What follows belongs to an exercise in optimizing a design on an open flow for small area and a short achievable clock period; a production flow would make more cautious choices. Function was checked by simulation only, so behaviour that the tests miss may differ from the original. Power and IR drop assume default switching activity.

Design top_systolic_array, start of the top module:
module top_systolic_array #(
  parameter int unsigned DATA_WIDTH = 16,
  parameter int unsigned RESET_VAL  = 0,
  parameter int unsigned M_ROWS     = 4,
  parameter int unsigned N_COLS     = 4,
  parameter int unsigned TOTAL_ELEM = M_ROWS * N_COLS
)(
  input  logic clk_i,
  input  logic rst_ni,
  input  logic [M_ROWS*DATA_WIDTH-1:0] array_a_i,
  input  logic [N_COLS*DATA_WIDTH-1:0] array_b_i,
  input  logic feed_a_valid_i,
  input  logic feed_b_valid_i,
  input  logic a_clr_i,
  input  logic b_clr_i,
  input  logic acc_clr_i,
  input  logic start_stream_i,
  input  logic stream_clr_i,
  output logic stream_valid_o,
  output logic [DATA_WIDTH-1:0] stream_data_o
);
For scale: about 150 I/O pins, ~0.090 sq mm of cells after synthesis.
export LEC_CHECK = 0
export CAP_MARGIN = 20
export CORE_MARGIN = 2
export CORE_UTILIZATION = 50
export SETUP_SLACK_MARGIN = 4.0
export SLEW_MARGIN = 20
create_clock -name core_clock -period 8.0 [get_ports {clk_i}]
standard.sh (not shown) runs the stock make flow with config.mk's settings and CLKGATE_MAP_FILE= SYNTH_SCRIPT=/design/flow/synth_recipe.tcl, a recipe that flattens the netlist after the stock synthesis.
==> flow/flow/run.sh <==
#!/bin/bash
# Layout flow: the standard ORFS flow with two changes.
#  1. After the standard synthesis, flow/polarity.py re-phases the full-adder
#     cells (a full adder is self-dual) so fewer inverters are needed between
#     them. Registers and every other cell are kept as synthesised.
#  2. Ports are buffered with a plain buffer (buf_4) instead of the delay
#     cell buffer_ports picks by default.
#  3. Extra make settings, one per line, from flow/extra.txt (here: clock
#     tree synthesis with larger sink clusters and no dummy loads).
# Each tool's output goes to a log file of its own in this folder.
set -euo pipefail
R=orfs/results/sky130hd/top_systolic_array/base
EXTRA=("BUFFER_PORTS_ARGS=-buffer_cell sky130_fd_sc_hd__buf_4")
if [[ -f flow/extra.txt ]]; then
  while read -r l; do [[ -n "$l" ]] && EXTRA+=("$l"); done < flow/extra.txt
fi
export BUFFER_PORTS_ARGS="-buffer_cell sky130_fd_sc_hd__buf_4"
bash standard.sh "${EXTRA[@]}" synth > make_synth.log 2>&1
cp $R/1_2_yosys.v 1_2_yosys.standard.v
python3 flow/polarity.py 1_2_yosys.standard.v $R/1_2_yosys.v > polarity.log 2>&1
touch $R/1_2_yosys.v
bash standard.sh "${EXTRA[@]}" finish > make_finish.log 2>&1
==> flow/flow/extra.txt <==
CTS_ARGS=-sink_clustering_enable -repair_clock_nets -dont_use_dummy_load -sink_clustering_size 30 -sink_clustering_max_diameter 80
Other scripts of this flow, unchanged in this note and not shown: flow/flow/polarity.py
The first run finished clean.
==> next run, changes <==
--- a/flow/flow/run.sh
+++ b/flow/flow/run.sh
@@ -8,2 +7,0 @@
-#  3. Extra make settings, one per line, from flow/extra.txt (here: clock
-#     tree synthesis with larger sink clusters and no dummy loads).
--- a/flow/config.mk
+++ b/flow/config.mk
@@ -11 +11 @@
-export SETUP_SLACK_MARGIN = 4.0
+export SETUP_SLACK_MARGIN = 3.5
removed: flow/flow/extra.txt
- synthesized cell count does not change
- sequential cell count does not change
- synthesized area does not change
- register-to-register slack gets worse by 0.14 ns
- final area falls by about 0.6%
- via count barely changes
- worst setup slack gets worse by 0.047 ns
- sequential share of layout area rises by 0.16 points
- die area stays the same
- clock power rises by about 50%
- clock skew falls by 0.040 ns

---

Another version of the RTL of top_systolic_array (not shown whole).
Size in the first run: about 150 I/O pins, roughly 89,000 µm² of cells after synthesis.
==> flow/design.v (excerpt) <==
module top_systolic_array #(
  parameter int unsigned DATA_WIDTH = 16,
  parameter int unsigned RESET_VAL  = 0,
  parameter int unsigned M_ROWS     = 4,
  parameter int unsigned N_COLS     = 4,
  parameter int unsigned TOTAL_ELEM = M_ROWS * N_COLS
)(
  input  logic clk_i,
  input  logic rst_ni,
  input  logic [M_ROWS*DATA_WIDTH-1:0] array_a_i,
  input  logic [N_COLS*DATA_WIDTH-1:0] array_b_i,
  input  logic feed_a_valid_i,
  input  logic feed_b_valid_i,
  input  logic a_clr_i,
  input  logic b_clr_i,
  input  logic acc_clr_i,
  input  logic start_stream_i,
  input  logic stream_clr_i,
  output logic stream_valid_o,
  output logic [DATA_WIDTH-1:0] stream_data_o
);
  logic [TOTAL_ELEM-1:0][DATA_WIDTH-1:0] bus_x, bus_y;
  mac_array #(
    .DATA_WIDTH      ( DATA_WIDTH     ),
    .M_ROWS          ( M_ROWS         ),
    .N_COLS          ( N_COLS         )
  ) i_mac_array (
    .clk_i           ( clk_i          ),
    .rst_ni          ( rst_ni         ),
    .array_a_i       ( array_a_i      ),
    .array_b_i       ( array_b_i      ),
    .feed_a_valid_i  ( feed_a_valid_i ),
    .feed_b_valid_i  ( feed_b_valid_i ),
    .a_clr_i         ( a_clr_i        ),
    .b_clr_i         ( b_clr_i        ),
    .acc_clr_i       ( acc_clr_i      ),
    .acc_x_o         ( bus_x          ),
    .acc_y_o         ( bus_y          )
  );
  stream_out #(
    .DATA_WIDTH      ( DATA_WIDTH     ),
    .TOTAL_ELEM      ( TOTAL_ELEM     )
  ) i_stream_out (
    .clk_i           ( clk_i          ),
    .rst_ni          ( rst_ni         ),
    .bus_x_i         ( bus_x          ),
    .bus_y_i         ( bus_y          ),
    .start_stream_i  ( start_stream_i ),
    .stream_clr_i    ( stream_clr_i   ),
    .stream_data_o   ( stream_data_o  ),
    .stream_valid_o  ( stream_valid_o )
  );
endmodule
export LEC_CHECK = 0
export CAP_MARGIN = 20
export CORE_MARGIN = 2
export CORE_UTILIZATION = 50
export SETUP_SLACK_MARGIN = 4.5
export SLEW_MARGIN = 20
create_clock -name core_clock -period 8.0 [get_ports {clk_i}]
==> flow/flow/run.sh <==
#!/bin/bash
# Layout flow: the standard ORFS flow with two changes.
#  1. After the standard synthesis, flow/polarity.py re-phases the full-adder
#     cells (a full adder is self-dual) so fewer inverters are needed between
#     them. Registers and every other cell are kept as synthesised.
#  2. Ports are buffered with a plain buffer (buf_4) instead of the delay
#     cell buffer_ports picks by default.
# Each tool's output goes to a log file of its own in this folder.
set -euo pipefail
R=orfs/results/sky130hd/top_systolic_array/base
EXTRA=("BUFFER_PORTS_ARGS=-buffer_cell sky130_fd_sc_hd__buf_4")
if [[ -f flow/extra.txt ]]; then
  while read -r l; do [[ -n "$l" ]] && EXTRA+=("$l"); done < flow/extra.txt
fi
export BUFFER_PORTS_ARGS="-buffer_cell sky130_fd_sc_hd__buf_4"
bash standard.sh "${EXTRA[@]}" synth > make_synth.log 2>&1
cp $R/1_2_yosys.v 1_2_yosys.standard.v
python3 flow/polarity.py 1_2_yosys.standard.v $R/1_2_yosys.v > polarity.log 2>&1
touch $R/1_2_yosys.v
bash standard.sh "${EXTRA[@]}" finish > make_finish.log 2>&1
Other scripts of this flow, unchanged in this note and not shown: flow/flow/polarity.py
Rerun with:
--- a/flow/config.mk
+++ b/flow/config.mk
@@ -10 +10,3 @@
-export CORE_UTILIZATION = 50
+export CORE_UTILIZATION = 60
+export CTS_BUF_LIST = sky130_fd_sc_hd__clkbuf_8
+export CTS_CLUSTER_SIZE = 20
=>
- register-to-register slack improved by 0.09 ns
- critical path depth is unchanged
- worst setup slack improved by 0.16 ns
- clock power goes down by 7.4%
- via count increases by 1.7%
- clock skew increases by 0.016 ns

---

top_systolic_array with an RTL version that a note above also has.
For scale: roughly 8,000 cells after synthesis.
export LEC_CHECK = 0
export CAP_MARGIN = 20
export CORE_MARGIN = 2
export CORE_UTILIZATION = 50
export SETUP_SLACK_MARGIN = 4.0
export SLEW_MARGIN = 20
create_clock -name core_clock -period 8.0 [get_ports {clk_i}]
==> flow/flow/polarity.py <==
#!/usr/bin/env python3
"""Re-phase full adders in a mapped sky130 netlist to remove inverters.

A full adder is self-dual: FA(~a,~b,~c) = (~sum, ~cout). Flipping the phase of
an adder cell inverts what it needs on its inputs and what it drives on its
outputs, without changing the cell. This script picks a phase per sky130 fa_*
cell (greedy local search) to minimise the number of inverters needed, then
rebuilds the inverter trees it touched. Registers and all other cells are left
as they are. Usage: polarity.py IN.v OUT.v
"""
import re, sys, random

LIB = '/OpenROAD-flow-scripts/flow/platforms/sky130hd/lib/sky130_fd_sc_hd__tt_025C_1v80.lib'
OUTS = {'X', 'Y', 'Q', 'Q_N', 'SUM', 'COUT', 'HI', 'LO'}
src = open(sys.argv[1]).read()

inst_re = re.compile(r'^(\s*)(sky130_fd_sc_hd__\w+)\s+(\S+)\s*\((.*?)\n\s*\);\n', re.S | re.M)
pin_re = re.compile(r'\.(\w+)\((.*?)\)\s*(?:,|$)', re.M)

cells = []
for m in inst_re.finditer(src):
    typ, name, body = m.group(2), m.group(3), m.group(4)
    pins = [(p, n.strip()) for p, n in pin_re.findall(body)]
    cells.append(dict(typ=typ, name=name, pins=pins, span=m.span(), indent=m.group(1)))

# module ports
hdr = src[:src.index(');')]
ports = set()
for m in re.finditer(r'^\s*(input|output|inout)\s+(?:wire\s+)?(\[[^\]]*\]\s*)?(\S+?)\s*;', src, re.M):
    ports.add(m.group(3))
def base(n):
    n = n.strip()
    if n.startswith('\\'):
        b = n.split(' ')[0]
    else:
        b = n
    return re.sub(r'\[\d+\]$', '', b) if not n.startswith('\\') else b.rstrip()

def is_port(n):
    b = n.strip()
    if b.startswith('\\'):
        return b.split(' ')[0] in ports or b in ports
    return re.sub(r'\s*\[\d+\]$', '', b) in ports

driver = {}
loads = {}
for ci, c in enumerate(cells):
    for p, n in c['pins']:
        if not n or n.startswith("1'") or n.startswith('{'):
            continue
        if p in OUTS:
            driver[n] = (ci, p)
        else:
            loads.setdefault(n, []).append((ci, p))

def is_inv(ci):
    return re.match(r'sky130_fd_sc_hd__(clk)?inv_\d+$', cells[ci]['typ']) is not None
def is_fa(ci):
    return re.match(r'sky130_fd_sc_hd__fa_\d+$', cells[ci]['typ']) is not None

# roots: nets not driven by an inverter
def pinnet(ci, p):
    for q, n in cells[ci]['pins']:
        if q == p:
            return n
roots = {}
for n in set(list(driver) + list(loads)):
    d = driver.get(n)
    if d is not None and is_inv(d[0]):
        continue
    # walk the inverter tree
    cons = []  # (ci, pin, polarity)
    invs = []
    nets = [n]
    stack = [(n, 0)]
    bad = is_port(n)
    while stack:
        m, q = stack.pop()
        for ci, p in loads.get(m, []):
            if is_inv(ci):
                invs.append(ci)
                y = pinnet(ci, 'Y')
                nets.append(y)
                if is_port(y):
                    bad = True
                stack.append((y, q ^ 1))
            else:
                cons.append((ci, p, q))
    roots[n] = dict(cons=cons, invs=invs, nets=nets, bad=bad,
                    src=d[0] if d is not None else None)

fas = [ci for ci in range(len(cells)) if is_fa(ci)]
fa_set = set(fas)
x = {ci: 0 for ci in fas}

# Simple gates whose output phase can be swapped by using the complementary
# cell (and2 <-> nand2, or2 <-> nor2, xor2 <-> xnor2).
lib = open(LIB).read()
AREA = {m.group(1): float(m.group(2)) for m in re.finditer(
    r'cell \(\"?(sky130_fd_sc_hd__\w+)\"?\)\s*\{.*?area\s*:\s*([0-9.]+)', lib, re.S)}
PAIRS = [('and2', 'nand2', 'X', 'Y'), ('or2', 'nor2', 'X', 'Y'), ('xor2', 'xnor2', 'X', 'Y')]
swap = {}   # ci -> (newtype, oldout, newout, area delta)
for ci, c in enumerate(cells):
    m = re.match(r'sky130_fd_sc_hd__(\w+?)_(\d+)$', c['typ'])
    if not m:
        continue
    fam, sz = m.group(1), m.group(2)
    for a, b, pa, pb in PAIRS:
        for f1, f2, p1, p2 in ((a, b, pa, pb), (b, a, pb, pa)):
            if fam == f1:
                nt = f"sky130_fd_sc_hd__{f2}_{sz}"
                if nt in AREA:
                    swap[ci] = (nt, p1, p2, AREA[nt] - AREA[c['typ']])
for ci in swap:
    x[ci] = 0
INV = AREA['sky130_fd_sc_hd__inv_1']
fixed = set()
for r, R in roots.items():
    if R['bad'] or R['src'] is None:
        for ci, p, q in R['cons']:
            if ci in x:
                fixed.add(ci)
        if R['src'] in x:
            fixed.add(R['src'])

def need(R, ci, q):
    xs = x.get(R['src'], 0) if R['src'] is not None else 0
    return q ^ xs ^ (x[ci] if ci in fa_set else 0)

def cost(R):
    g = R['src']
    c0 = swap[g][3] if (g in swap and x[g]) else 0.0
    if not R['cons']:
        return c0
    return c0 + (INV * R['w'] if any(need(R, ci, q) for ci, p, q in R['cons']) else 0)

# An inverter between the last adders and the accumulator registers' input
# logic sits on the critical path: weigh it more.
for r, R in roots.items():
    R['w'] = 3.0 if (R['src'] in fa_set and any(ci not in fa_set for ci, p, q in R['cons'])) else 1.0
fa_roots = {ci: set() for ci in x}
for r, R in roots.items():
    if R['src'] in x:
        fa_roots[R['src']].add(r)
    for ci, p, q in R['cons']:
        if ci in x:
            fa_roots[ci].add(r)

total0 = sum(cost(R) for R in roots.values())
orig_inv = sum(len(R['invs']) for R in roots.values())
random.seed(1)
import math
order = [f for f in x if f not in fixed]
cur = total0
best = cur
bestx = dict(x)
T = 2.0 * INV
steps = 300 * max(1, len(order))
for step in range(steps):
    f = order[random.randrange(len(order))]
    rs = fa_roots[f]
    before = sum(cost(roots[r]) for r in rs)
    x[f] ^= 1
    after = sum(cost(roots[r]) for r in rs)
    d = after - before
    if d <= 0 or random.random() < math.exp(-d / T):
        cur += d
        if cur < best:
            best = cur
            bestx = dict(x)
    else:
        x[f] ^= 1
    T = max(0.02, 2.0 * INV * (1 - step / steps))
x = bestx
total1 = sum(cost(R) for R in roots.values())
sys.stderr.write(f"fa={len(fas)} swappable gates={len(swap)} fixed={len(fixed)} "
                 f"flipped fa={sum(x[f] for f in fas)} gates={sum(x[g] for g in swap)} "
                 f"inverters: original {orig_inv}; cost (um2) before {total0:.1f}, after {total1:.1f}\n")

# rebuild: for every root touching an FA, drop its inverters and reconnect.
edits = {}      # ci -> {pin: newnet}
remove = set()
newcells = []
newwires = []
k = 0
for r, R in roots.items():
    touches = (R['src'] in x and (R['src'] not in swap or x[R['src']])) or any(ci in fas and x[ci] for ci, p, q in R['cons']) or (R['src'] in fas) or any(ci in fas for ci, p, q in R['cons'])
    if not touches or R['bad'] or not R['cons']:
        continue
    inv_net = None
    for ci in R['invs']:
        remove.add(ci)
    for ci, p, q in R['cons']:
        if need(R, ci, q):
            if inv_net is None:
                k += 1
                inv_net = f"_pol_net_{k}_"
                newwires.append(inv_net)
                newcells.append((f"_pol_inv_{k}_", r, inv_net))
            edits.setdefault(ci, {})[p] = inv_net
        else:
            edits.setdefault(ci, {})[p] = r

def esc(n):
    return n + ' ' if n.startswith('\\') else n

out = []
pos = 0
for ci, c in enumerate(cells):
    s, e = c['span']
    out.append(src[pos:s])
    pos = e
    if ci in remove:
        continue
    pins = c['pins']
    ed = edits.get(ci, {})
    typ = c['typ']
    ren = {}
    if ci in swap and x[ci]:
        typ, po, pn, _ = swap[ci]
        ren = {po: pn}
    body = ",\n".join(f"{c['indent']}  .{ren.get(p, p)}({esc(ed.get(p, n))})" for p, n in pins)
    out.append(f"{c['indent']}{typ} {c['name']} (\n{body}\n{c['indent']});\n")
rest = src[pos:]
i = rest.rindex('endmodule')
add = "".join(f"  wire {w};\n" for w in newwires)
add += "".join(f"  sky130_fd_sc_hd__inv_1 {n} (\n    .A({esc(a)}),\n    .Y({y})\n  );\n" for n, a, y in newcells)
out.append(rest[:i] + add + rest[i:])
open(sys.argv[2], 'w').write("".join(out))
sys.stderr.write(f"removed {len(remove)} inverters, added {len(newcells)}\n")
Scripts as last shown in full above: flow/flow/run.sh
Rerun with:
--- a/flow/flow/run.sh
+++ b/flow/flow/run.sh
@@ -6,4 +6,6 @@
 #  2. Ports are buffered with a plain buffer (buf_4) instead of the delay
 #     cell buffer_ports picks by default.
+#  3. Extra make settings, one per line, from flow/extra.txt (here: clock
+#     tree synthesis without dummy loads).
 # Each tool's output goes to a log file of its own in this folder.
 set -euo pipefail
==> flow/flow/extra.txt (new file) <==
CTS_ARGS=-sink_clustering_enable -repair_clock_nets -dont_use_dummy_load
CORE_UTILIZATION = 60   (was 50)
Outcome: The new run ran to the end with no violations; worst setup slack stays flat; cell area decreases by about 1.9%; die area came out lower by about 17%; power drops by 5.1%; hold slack gets worse by 40 ps; global-route usage rose by 6.5 points; via count goes up by about 0.7%; sequential power stays flat; utilization grows by 9.8 points.
Rerun with:
--- a/flow/flow/polarity.py
+++ b/flow/flow/polarity.py
@@ -119,5 +119,5 @@
     if R['bad'] or R['src'] is None:
         for ci, p, q in R['cons']:
-            if ci in x:
+            if ci in fa_set:
                 fixed.add(ci)
         if R['src'] in x:
After rerunning:
- The changed run ran to the end with no violations
- worst setup slack loses 29 ps
- power barely changes
- area after synthesis came out lower by 1.0%
- global-route usage came out higher by 0.16 points
- wire length is about the same
- synthesized cell count came out lower by 1.1%
- die area came out lower by 1.0%
- clock skew is about the same

==> afterwards: timing with drivers on the ports <==
How much do the figures lean on ideal ports? The routed layouts below were timed once more, with nothing changed but the port constraints.
Step 1 (the two cells are an assumption about what drives the block):
set clk [get_ports {clk_i}]
set_driving_cell -lib_cell sky130_fd_sc_hd__clkbuf_16 $clk
set_driving_cell -lib_cell sky130_fd_sc_hd__buf_2 [delete_from_list [all_inputs] $clk]
Step 2 adds t to the input delays and takes it off the output delays; t is the mean of the earliest and latest rising clock arrival at the registers after step 1. Input paths then give back, and output paths get back, about the clock's delay inside the block.
Three values: ideal, step 1, step 2; two values: the first two.
run	t, ns	setup WS [ns]	worst setup path after step 2	worst slew at a driven data input, ns
the first run of note 1	0.808	3.738 / 3.780 / 2.972	input to register	0.17
the second run of note 1	0.850	3.691 / 3.691 / 2.907	input to register	0.12
the first run of note 2	0.853	3.723 / 3.770 / 2.917	input to register	0.14
the second run of note 2	1.006	3.882 / 3.916 / 2.910	input to register	0.18
the first run of note 3	0.870	3.751 / 3.781 / 2.911	input to register	0.14
the second run of note 3	0.799	3.750 / 3.787 / 2.988	input to register	0.10
the third run of note 3	0.803	3.721 / 3.739 / 2.936	input to register	0.13
After both steps every run listed still meets setup and hold. The setup slack of the second run of note 2, which loses most, moves by +0.034 ns with the drivers and by -0.972 ns with both steps.
